Background: an optimization exercise with open tools, aiming at small area. Do not read the settings as production practice. In this exercise RTL edits were held to simulation tests only and were not proved equivalent to the original. The clock port is modelled as an ideal driver, which makes a skipped or thinned clock tree look cheaper than it is; a real chip needs a root buffer or a tree.

== tundra ==
// top
module top (
    input  logic       clk,
    input  logic       rst,
    input  logic [7:0] data,
    input  logic       BTNC,
    input  logic       BTND,
    input  logic       received,
    output logic       transmitted,
    output logic [7:0] RXBUF,
    output logic [7:0] TXREG
);
    logic tick, push, send;
    clockDiv      div (.clk(clk), .rst(rst), .tick(tick));
    btn_debouncer dbd (.clk(clk), .rst(rst), .tick(tick), .btn(BTND), .pulse(push));
    btn_debouncer dbc (.clk(clk), .rst(rst), .tick(tick), .btn(BTNC), .pulse(send));
    uart_tx transmitter (
        .clk(clk), .rst(rst), .tick(tick), .data(data),
        .push_btn(push), .send_btn(send), .tx(transmitted), .TXREG(TXREG)
    );
    uart_rx receiver (
        .clk(clk), .rst(rst), .tick(tick), .rxd(received), .RXBUF(RXBUF)
    );
endmodule
Size in the first run: ~75 flip-flops, roughly 30 I/O pins.
export LEC_CHECK = 0
export CAP_MARGIN = 20
export CORE_MARGIN = 2
export CORE_UTILIZATION = 78
export PLACE_DENSITY = 0.88
export SLEW_MARGIN = 20
create_clock -name core_clock -period 10.0 [get_ports {clk}]
standard.sh (not shown) runs the stock make flow with config.mk's settings and CLKGATE_MAP_FILE= SYNTH_SCRIPT=/design/flow/synth_recipe.tcl, a recipe that flattens the netlist after the stock synthesis.
==> flow/flow/run.sh <==
#!/bin/bash
# Layout flow: ORFS via the standard.sh, with
#  - synthesis as standard.sh's (synth_recipe.tcl + ORFS synth.tcl) except
#    for ABC's technology mapping: it is run with ORFS's own script and with
#    each area-oriented script flow/abc_*.script, and the netlist with the
#    smallest cell area is kept. Everything before ABC, so every register,
#    is the standard synthesis's; a netlist whose registers (names and cell
#    types) differ from the standard synthesis's is never chosen;
#  - ports buffered with buf_1;
#  - a small two-level clock tree (one inverter driving four inverters, each
#    driving a quarter of the flip-flops) instead of TritonCTS's H-tree
#    (flow/pre_cts.tcl, flow/manual_cts.tcl).
# Each step's output goes to its own log in this folder.
set -euo pipefail
export BUFFER_PORTS_ARGS="-buffer_cell sky130_fd_sc_hd__buf_1"
export PRE_CTS_TCL="$PWD/flow/pre_cts.tcl"
export CLK_ROOT_CELL=sky130_fd_sc_hd__clkinv_4
export CLK_LEAF_CELL=sky130_fd_sc_hd__clkinv_4
export CLK_LEAF_N=4

# synthesis script: synth_recipe.tcl with its "source .../synth.tcl" line
# replaced by the patched ORFS synthesis
sed "s#^source \$::env(SCRIPTS_DIR)/synth.tcl\$#source $PWD/flow/synth_patch.tcl#" synth_recipe.tcl > my_synth.tcl
grep -q "synth_patch.tcl" my_synth.tcl
# the make call of standard.sh, up to synth
sed -e 's#"${@:-finish}"#synth#' -e '/^if \[\[/,$d' standard.sh > std_synth.sh
sed -e "s#SYNTH_SCRIPT=[^ ]*#SYNTH_SCRIPT=$PWD/my_synth.tcl#" std_synth.sh > my_synth.sh

regs() {  # registers of a netlist: cell type and instance name
  grep -oE '^ *sky130_fd_sc_hd__[a-z0-9_]*df[a-z0-9_]* +[^ ]+' "$1" | sed 's/^ *//' | sort
}
area() {
  sed -n "s/.*Chip area for module '\\\\top': \([0-9.]*\).*/\1/p" "$1"/reports/*/*/*/synth_stat.txt | head -1
}

# the standard synthesis, for reference
sed "s#WORK_HOME=[^ ]*#WORK_HOME=$PWD/try_std#" std_synth.sh > try_std.sh
bash try_std.sh > synth_std.log 2>&1
regs try_std/results/*/*/*/1_2_yosys.v > regs_std.txt
best=std; best_area=$(area try_std)
echo "std $best_area" > synth_tries.txt

# each ABC script in a scratch ORFS work folder
for s in flow/abc_*.script; do
  name=$(basename "$s" .script)
  sed "s#WORK_HOME=[^ ]*#WORK_HOME=$PWD/try_$name#" my_synth.sh > try_$name.sh
  if AREA_ABC_SCRIPT="$PWD/$s" bash try_$name.sh > synth_$name.log 2>&1; then
    a=$(area try_$name)
    same=no
    if regs try_$name/results/*/*/*/1_2_yosys.v | cmp -s - regs_std.txt; then same=yes; fi
    echo "$name $a registers_match=$same" >> synth_tries.txt
    if [[ $same == yes && -n "$a" ]] && awk "BEGIN{exit !($a < $best_area)}"; then
      best=$name; best_area=$a
    fi
  fi
done
echo "chosen $best $best_area" >> synth_tries.txt
rm -rf try_*

if [[ $best == std ]]; then
  bash std_synth.sh > synth.log 2>&1
else
  AREA_ABC_SCRIPT="$PWD/flow/$best.script" bash my_synth.sh > synth.log 2>&1
fi
# the rest of the standard flow (synthesis results are up to date)
bash standard.sh > standard.log 2>&1
Other scripts of this flow, unchanged in this note and not shown: flow/flow/abc_a2.script, flow/flow/abc_a6.script, flow/flow/abc_a7.script, flow/flow/abc_b2.script, flow/flow/abc_b3.script, flow/flow/abc_b5.script, flow/flow/manual_cts.tcl, flow/flow/pre_cts.tcl, flow/flow/synth_patch.tcl
tundra | status: complete | timing, DRC, antenna: pass
The following lists how quartz was set up differently from tundra:
# tundra
export LEC_CHECK = 0
export CAP_MARGIN = 20
export CORE_MARGIN = 2
export CORE_UTILIZATION = 78
export PLACE_DENSITY = 0.88
export SLEW_MARGIN = 20
create_clock -name core_clock -period 10.0 [get_ports {clk}]
# quartz
export LEC_CHECK = 0
export CAP_MARGIN = 0
export CORE_MARGIN = 2
export CORE_UTILIZATION = 70
export PLACE_DENSITY = 0.8
export SLEW_MARGIN = 0
create_clock -name core_clock -period 10.0 [get_ports {clk}]
- The peak supply drop in quartz sits 2.5% above the value recorded for tundra.
- Looking at tundra and quartz, the critical path's largest stage delay is a wash.
- Compared quartz vs tundra, and detailed-route wire length is down in quartz.
- Going from tundra to quartz, core utilization shrinks by 8.8 points.
- On sequential share of layout area, tundra and quartz are basically level.
- Count of TritonRoute iterations in the first routing pass came out exactly the same in tundra and quartz.
- On cell area, tundra tracks quartz almost exactly.
Edits applied to the flow inputs when going from quartz to harbor:
# quartz
export LEC_CHECK = 0
export CAP_MARGIN = 0
export CORE_MARGIN = 2
export CORE_UTILIZATION = 70
export PLACE_DENSITY = 0.8
export SLEW_MARGIN = 0
create_clock -name core_clock -period 10.0 [get_ports {clk}]
# harbor
export LEC_CHECK = 0
export CAP_MARGIN = 20
export CORE_MARGIN = 2
export CORE_UTILIZATION = 70
export PLACE_DENSITY = 0.8
export SLEW_MARGIN = 20
create_clock -name core_clock -period 10.0 [get_ports {clk}]
harbor went all the way through synthesis, placement and routing and the layout is clean on timing, DRC and antenna.
Reported for harbor and quartz, sequential cell area fraction in the yosys report turned out identical to the last digit.
harbor and quartz ended up with roughly the same final standard cell count with taps included and fillers excluded.
Buffer count from post-CTS setup fixing of quartz is on par with harbor.
harbor vs. quartz: synthesized cell count now sits at about the same level; hold slack saw little to no change; finished layout cell area ~0 delta; sequential share of cell area held steady; vias after detailed routing comparable.
Comparing quartz against harbor, there is no change at all in setup slack.
~same global routing usage on met3 in harbor and quartz
In every run of this note, the design's own scripts or RTL, not TritonCTS, make the clock network.

## what the ideal ports hide
Ports are ideal in the flow. The routed layouts listed here were re-timed in OpenROAD.
Step 1: set_driving_cell puts a clkbuf_16 on clk and a buf_2 on each other input, an assumption about the parent block.
Step 2, shift: input delay + t, output delay - t, t = (earliest + latest rising clock arrival at the registers) / 2. This alone moves slack from input paths to output paths.
Slacks: ideal ports / drivers / drivers and shift; pairs: ideal ports / drivers.
run	shift t [ns]	setup slack, ns	worst setup path after step 2	clock arrival spread, ns	worst data-port slew with drivers (ns)
tundra	0.252	5.977 / 5.984 / 5.732	input to register	0.005 / 0.005	0.04
quartz	0.253	6.019 / 6.022 / 5.769	input to register	0.009 / 0.008	0.03
harbor	0.253	6.019 / 6.022 / 5.769	input to register	0.009 / 0.008	0.03
After both steps every run listed still meets setup and hold.
